Background: an optimization exercise with open tools, aiming at small area. Do not read the settings as production practice. At most, simulation tests tie the RTL to the original design; equivalence was not proved. Power and IR drop assume default switching activity.

## run 1
Design p_1d, start of the top module:
module p_1d(
	input clk, input rst,
	input [0:7] a_11, input [0:7] b_11,
	input [0:7] a_12, input [0:7] b_12,
	input [0:7] a_21, input [0:7] b_21,
	input [0:7] a_22, input [0:7] b_22,
	output [0:16] c_11,
	output [0:16] c_12,
	output [0:16] c_21,
	output [0:16] c_22
	);
Settings: LEC_CHECK=0, CAP_MARGIN=0, CORE_MARGIN=2, CORE_UTILIZATION=70, CTS_BUF_LIST=sky130_fd_sc_hd__clkbuf_4 sky130_fd_sc_hd__clkbuf_8, CTS_CLUSTER_DIAMETER=100, CTS_CLUSTER_SIZE=30, GPL_TIMING_DRIVEN=0, SLEW_MARGIN=0, SYNTH_HIERARCHICAL=1; clock period 7.0 ns.
standard.sh (not shown) runs the stock make flow with config.mk's settings and CLKGATE_MAP_FILE= SYNTH_SCRIPT=/design/flow/synth_recipe.tcl, a recipe that flattens the netlist after the stock synthesis.
==> flow/flow/run.sh <==
#!/bin/bash
# Own layout flow: the standard flow (standard.sh, unchanged synthesis)
# with smaller port buffers, a leaner clock tree (no dummy loads), the ABC
# buffers left to the resizer, and the delay cells kept out of the resizer's
# choices. The make output goes to flow_standard.log; ORFS keeps each step's
# own log under orfs/logs/.
set -euo pipefail
# appended to the platform's own DONT_USE_CELLS list by its config.mk
export DONT_USE_CELLS="sky130_fd_sc_hd__clkdlybuf4s15_1 sky130_fd_sc_hd__clkdlybuf4s15_2 sky130_fd_sc_hd__clkdlybuf4s18_1 sky130_fd_sc_hd__clkdlybuf4s18_2 sky130_fd_sc_hd__clkdlybuf4s25_1 sky130_fd_sc_hd__clkdlybuf4s25_2 sky130_fd_sc_hd__clkdlybuf4s50_1 sky130_fd_sc_hd__clkdlybuf4s50_2 sky130_fd_sc_hd__dlygate4sd1_1 sky130_fd_sc_hd__dlygate4sd2_1 sky130_fd_sc_hd__dlygate4sd3_1 sky130_fd_sc_hd__dlymetal6s2s_1 sky130_fd_sc_hd__dlymetal6s4s_1 sky130_fd_sc_hd__dlymetal6s6s_1"
bash standard.sh \
  "BUFFER_PORTS_ARGS=-buffer_cell sky130_fd_sc_hd__buf_1" \
  "CTS_ARGS=-sink_clustering_enable -repair_clock_nets -sink_clustering_size 40 -sink_clustering_max_diameter 250 -root_buf sky130_fd_sc_hd__clkbuf_8 -buf_list {sky130_fd_sc_hd__clkbuf_4} -dont_use_dummy_load" \
  REMOVE_ABC_BUFFERS=1 \
  finish > flow_standard.log 2>&1
#### Input delta (run 2 over run 1)
--- a/flow/flow/run.sh
+++ b/flow/flow/run.sh
@@ -11,4 +11,4 @@
   "BUFFER_PORTS_ARGS=-buffer_cell sky130_fd_sc_hd__buf_1" \
-  "CTS_ARGS=-sink_clustering_enable -repair_clock_nets -sink_clustering_size 40 -sink_clustering_max_diameter 250 -root_buf sky130_fd_sc_hd__clkbuf_8 -buf_list {sky130_fd_sc_hd__clkbuf_4} -dont_use_dummy_load" \
-  REMOVE_ABC_BUFFERS=1 \
+  "CTS_ARGS=-sink_clustering_enable -repair_clock_nets -sink_clustering_size 30 -sink_clustering_max_diameter 100 -buf_list {sky130_fd_sc_hd__clkbuf_4 sky130_fd_sc_hd__clkbuf_8} -dont_use_dummy_load" \
+  REMOVE_ABC_BUFFERS=1 RECOVER_POWER=100 \
   finish > flow_standard.log 2>&1
Notes after the runs:
- Diff run 2 and run 1: max-slew headroom at the worst pin lower in run 2
- Although run 2 finished all stages, its layout failed final checks on max-capacitance violations, max-slew violations.
- On post-layout instance area, run 2 tracks run 1 almost exactly.
- Power in the clock group delta (run 1 -> run 2): insignificant
> inputs changed (run 2 -> run 3)
--- a/flow/flow/run.sh
+++ b/flow/flow/run.sh
@@ -12,3 +12,3 @@
   "CTS_ARGS=-sink_clustering_enable -repair_clock_nets -sink_clustering_size 30 -sink_clustering_max_diameter 100 -buf_list {sky130_fd_sc_hd__clkbuf_4 sky130_fd_sc_hd__clkbuf_8} -dont_use_dummy_load" \
-  REMOVE_ABC_BUFFERS=1 RECOVER_POWER=100 \
+  REMOVE_ABC_BUFFERS=1 \
   finish > flow_standard.log 2>&1
==> summary.txt <==
- Run 3: done, clean on timing, DRC and antenna
- Run 2 → run 3: wire length reported by the detailed router essentially unchanged; final number of max-transition violations decreased 37; global-route wire length before repair essentially unchanged.

* * *

== Q ==
Starting RTL as in the previous note.
export LEC_CHECK = 0
export CAP_MARGIN = 0
export CORE_MARGIN = 2
export CORE_UTILIZATION = 70
export CTS_BUF_LIST = sky130_fd_sc_hd__clkbuf_4 sky130_fd_sc_hd__clkbuf_8
export CTS_CLUSTER_DIAMETER = 100
export CTS_CLUSTER_SIZE = 30
export GPL_TIMING_DRIVEN = 0
export SLEW_MARGIN = 0
export SYNTH_HIERARCHICAL = 1
create_clock -name core_clock -period 7.0 [get_ports {clk}]
==> flow/flow/run.sh <==
#!/bin/bash
# Own layout flow: the standard flow (standard.sh, unchanged synthesis)
# with smaller port buffers, a leaner clock tree (no dummy loads), the ABC
# buffers left to the resizer, and the delay cells kept out of the resizer's
# choices. The make output goes to flow_standard.log; ORFS keeps each step's
# own log under orfs/logs/.
set -euo pipefail
# appended to the platform's own DONT_USE_CELLS list by its config.mk
export DONT_USE_CELLS="sky130_fd_sc_hd__clkdlybuf4s15_1 sky130_fd_sc_hd__clkdlybuf4s15_2 sky130_fd_sc_hd__clkdlybuf4s18_1 sky130_fd_sc_hd__clkdlybuf4s18_2 sky130_fd_sc_hd__clkdlybuf4s25_1 sky130_fd_sc_hd__clkdlybuf4s25_2 sky130_fd_sc_hd__clkdlybuf4s50_1 sky130_fd_sc_hd__clkdlybuf4s50_2 sky130_fd_sc_hd__dlygate4sd1_1 sky130_fd_sc_hd__dlygate4sd2_1 sky130_fd_sc_hd__dlygate4sd3_1 sky130_fd_sc_hd__dlymetal6s2s_1 sky130_fd_sc_hd__dlymetal6s4s_1 sky130_fd_sc_hd__dlymetal6s6s_1"
bash standard.sh \
  "BUFFER_PORTS_ARGS=-buffer_cell sky130_fd_sc_hd__buf_1" \
  "CTS_ARGS=-sink_clustering_enable -repair_clock_nets -sink_clustering_size 30 -sink_clustering_max_diameter 100 -root_buf sky130_fd_sc_hd__clkbuf_8 -tree_buf sky130_fd_sc_hd__clkbuf_4 -buf_list {sky130_fd_sc_hd__clkbuf_4} -dont_use_dummy_load" \
  REMOVE_ABC_BUFFERS=1 MATCH_CELL_FOOTPRINT=0 \
  finish > flow_standard.log 2>&1
--- input diff Q..P ---
diff --git a/flow/flow/run.sh b/flow/flow/run.sh
--- a/flow/flow/run.sh
+++ b/flow/flow/run.sh
@@ -11,3 +11,3 @@
   "BUFFER_PORTS_ARGS=-buffer_cell sky130_fd_sc_hd__buf_1" \
-  "CTS_ARGS=-sink_clustering_enable -repair_clock_nets -sink_clustering_size 30 -sink_clustering_max_diameter 100 -root_buf sky130_fd_sc_hd__clkbuf_8 -tree_buf sky130_fd_sc_hd__clkbuf_4 -buf_list {sky130_fd_sc_hd__clkbuf_4} -dont_use_dummy_load" \
+  "CTS_ARGS=-sink_clustering_enable -repair_clock_nets -sink_clustering_size 30 -sink_clustering_max_diameter 100 -buf_list {sky130_fd_sc_hd__clkbuf_4 sky130_fd_sc_hd__clkbuf_8} -dont_use_dummy_load" \
   REMOVE_ABC_BUFFERS=1 MATCH_CELL_FOOTPRINT=0 \
### Flow results
- Total number of vias: Q vs P identical
- From Q to P the numbers moved as follows: total number of placement rows has remained practically unchanged; number of nets in the layout neither gained nor lost much.
- As far as global-route usage goes, Q and P are indistinguishable; the numbers are identical.
- Q -> P: clock network power share flat
- Any difference in worst setup slack between P and Q is small enough to ignore.
- Reported for Q and P, share of total power consumed by net switching turned out identical to the last digit.
- Summary of P over Q: count of unique library cells instantiated by Yosys essentially unchanged; count of clock tree sinks did not really move; worst endpoint required time roughly the same.

* * *

p_1d, a different RTL version from the one above (not shown whole).
Size: about 68 flip-flops, ~130 I/O pins, ~14,000 sq um of cells after synthesis.
Settings: LEC_CHECK=0, CAP_MARGIN=0, CORE_MARGIN=2, CORE_UTILIZATION=60, CTS_BUF_LIST=sky130_fd_sc_hd__clkbuf_4 sky130_fd_sc_hd__clkbuf_8, CTS_CLUSTER_DIAMETER=100, CTS_CLUSTER_SIZE=30, GPL_TIMING_DRIVEN=0, SLEW_MARGIN=0, SYNTH_HIERARCHICAL=1; clock period 7.0 ns.
==> flow/flow/run.sh <==
#!/bin/bash
# Own layout flow: the standard flow (standard.sh, unchanged synthesis)
# with smaller port buffers, a leaner clock tree (no dummy loads) and area
# recovery on paths with slack. The make output goes to flow_standard.log;
# ORFS keeps each step's own log under orfs/logs/.
set -euo pipefail
bash standard.sh \
  "BUFFER_PORTS_ARGS=-buffer_cell sky130_fd_sc_hd__buf_1" \
  "CTS_ARGS=-sink_clustering_enable -repair_clock_nets -sink_clustering_size 30 -sink_clustering_max_diameter 100 -buf_list {sky130_fd_sc_hd__clkbuf_4 sky130_fd_sc_hd__clkbuf_8} -dont_use_dummy_load" \
  RECOVER_POWER=100 REMOVE_ABC_BUFFERS=1 \
  finish > flow_standard.log 2>&1
The starting point passed the timing, DRC and antenna checks.
==> next run, changes <==
==> flow/run.sh (new file) <==
#!/bin/bash
# synth_recipe.tcl (not shown) runs the flow's synth.tcl, then flattens the netlist and writes it again
# the make line also repeats each setting of config.mk as NAME=value (left out here)
make -C /OpenROAD-flow-scripts/flow DESIGN_CONFIG=/design/flow/config.mk WORK_HOME=/design/flow/orfs CLKGATE_MAP_FILE= SYNTH_SCRIPT=/design/flow/synth_recipe.tcl finish
removed: flow/flow/run.sh
removed: flow/standard.sh
Effect: The changed run ran to the end with no violations; wire length grows by a few percent; hold slack is better by 0.020 ns; critical path depth grows by 2; global-route usage grows by 0.91 points; synthesized cell count is unchanged; die area does not change; count of clock-buffer cells in the layout grows by 1.

* * *

Another version of the RTL of p_1d (not shown whole).
Size: roughly 68 flip-flops, about 130 I/O pins, ~14,000 um^2 of cells after synthesis.
Settings: LEC_CHECK=0, CAP_MARGIN=0, CORE_MARGIN=2, CORE_UTILIZATION=70, CTS_BUF_LIST=sky130_fd_sc_hd__clkbuf_4 sky130_fd_sc_hd__clkbuf_8, CTS_CLUSTER_DIAMETER=100, CTS_CLUSTER_SIZE=30, GPL_TIMING_DRIVEN=0, SLEW_MARGIN=0, SYNTH_HIERARCHICAL=1; clock period 7.0 ns.
==> flow/flow/run.sh <==
#!/bin/bash
# Own layout flow: the standard flow (standard.sh, unchanged synthesis)
# with smaller port buffers, a leaner clock tree (no dummy loads), the ABC
# buffers left to the resizer, and the delay cells kept out of the resizer's
# choices. The make output goes to flow_standard.log; ORFS keeps each step's
# own log under orfs/logs/.
set -euo pipefail
# appended to the platform's own DONT_USE_CELLS list by its config.mk
export DONT_USE_CELLS="sky130_fd_sc_hd__clkdlybuf4s15_1 sky130_fd_sc_hd__clkdlybuf4s15_2 sky130_fd_sc_hd__clkdlybuf4s18_1 sky130_fd_sc_hd__clkdlybuf4s18_2 sky130_fd_sc_hd__clkdlybuf4s25_1 sky130_fd_sc_hd__clkdlybuf4s25_2 sky130_fd_sc_hd__clkdlybuf4s50_1 sky130_fd_sc_hd__clkdlybuf4s50_2 sky130_fd_sc_hd__dlygate4sd1_1 sky130_fd_sc_hd__dlygate4sd2_1 sky130_fd_sc_hd__dlygate4sd3_1 sky130_fd_sc_hd__dlymetal6s2s_1 sky130_fd_sc_hd__dlymetal6s4s_1 sky130_fd_sc_hd__dlymetal6s6s_1"
bash standard.sh \
  "BUFFER_PORTS_ARGS=-buffer_cell sky130_fd_sc_hd__buf_1" \
  "CTS_ARGS=-sink_clustering_enable -repair_clock_nets -sink_clustering_size 30 -sink_clustering_max_diameter 100 -buf_list {sky130_fd_sc_hd__clkbuf_4 sky130_fd_sc_hd__clkbuf_8} -dont_use_dummy_load" \
  REMOVE_ABC_BUFFERS=1 MATCH_CELL_FOOTPRINT=0 \
  finish > flow_standard.log 2>&1
Next try:
--- a/flow/flow/run.sh
+++ b/flow/flow/run.sh
@@ -10,5 +10,5 @@
 bash standard.sh \
   "BUFFER_PORTS_ARGS=-buffer_cell sky130_fd_sc_hd__buf_1" \
-  "CTS_ARGS=-sink_clustering_enable -repair_clock_nets -sink_clustering_size 30 -sink_clustering_max_diameter 100 -buf_list {sky130_fd_sc_hd__clkbuf_4 sky130_fd_sc_hd__clkbuf_8} -dont_use_dummy_load" \
+  "CTS_ARGS=-sink_clustering_enable -repair_clock_nets -sink_clustering_size 30 -sink_clustering_max_diameter 100 -root_buf sky130_fd_sc_hd__clkbuf_8 -tree_buf sky130_fd_sc_hd__clkbuf_4 -buf_list {sky130_fd_sc_hd__clkbuf_4} -dont_use_dummy_load" \
   REMOVE_ABC_BUFFERS=1 MATCH_CELL_FOOTPRINT=0 \
   finish > flow_standard.log 2>&1
=> The new run completed without violations. Maximum frequency is unchanged. Total power is unchanged. Critical path depth is unchanged. Setup slack stays the same. Global-route usage is unchanged. Cell area stays the same. Utilization stays the same. Wire length does not change. Non-clock buffer count is unchanged. Flip-flop and latch count does not change. First-iteration DRC count does not change.
No run of this note included a check of the RTL's function; only the layout flow was run.

[what the ideal ports hide]
How much do the figures lean on ideal ports? The routed layouts below were timed once more, with nothing changed but the port constraints.
Step 1: set_driving_cell puts a clkbuf_16 on clk and a buf_2 on each other input, an assumption about the parent block.
Step 2 moves the port delays by t, midway between the first and last clock arrival at a register: inputs arrive t later, outputs are due t later. That takes back most of the time a late clock gives input paths.
Slacks: ideal ports / drivers / drivers and shift; pairs: ideal ports / drivers.
run | shift t [ns] | setup WS [ns] | worst hold slack (ns) | latest minus earliest clock arrival (ns) | cell pins on the clock port's net
run 1 | 0.412 | 0.182 / 0.196 / -0.216 | 1.429 / 1.419 / 1.800 | 0.024 / 0.024 | 1
run 2 | 0.410 | 0.178 / 0.192 / -0.218 | 1.433 / 1.422 / 1.799 | 0.024 / 0.023 | 1
run 3 | 0.412 | 0.182 / 0.196 / -0.216 | 1.429 / 1.419 / 1.800 | 0.024 / 0.024 | 1
Q | 0.412 | 0.222 / 0.227 / -0.186 | 1.428 / 1.416 / 1.797 | 0.022 / 0.023 | 1
P | 0.412 | 0.222 / 0.227 / -0.186 | 1.428 / 1.416 / 1.797 | 0.022 / 0.023 | 1
the first run of note 3 | 0.411 | 0.199 / 0.218 / -0.193 | 1.517 / 1.504 / 1.793 | 0.029 / 0.030 | 1
the second run of note 3 | 0.423 | 0.188 / 0.161 / -0.262 | 1.538 / 1.542 / 1.965 | 0.018 / 0.018 | 1
the first run of note 4 | 0.405 | 0.219 / 0.234 / -0.171 | 1.408 / 1.404 / 1.800 | 0.021 / 0.021 | 1
the second run of note 4 | 0.405 | 0.219 / 0.234 / -0.171 | 1.408 / 1.404 / 1.800 | 0.021 / 0.021 | 1
The setup slack of the second run of note 3, which loses most, moves by -0.027 ns with the drivers and by -0.450 ns with both steps.
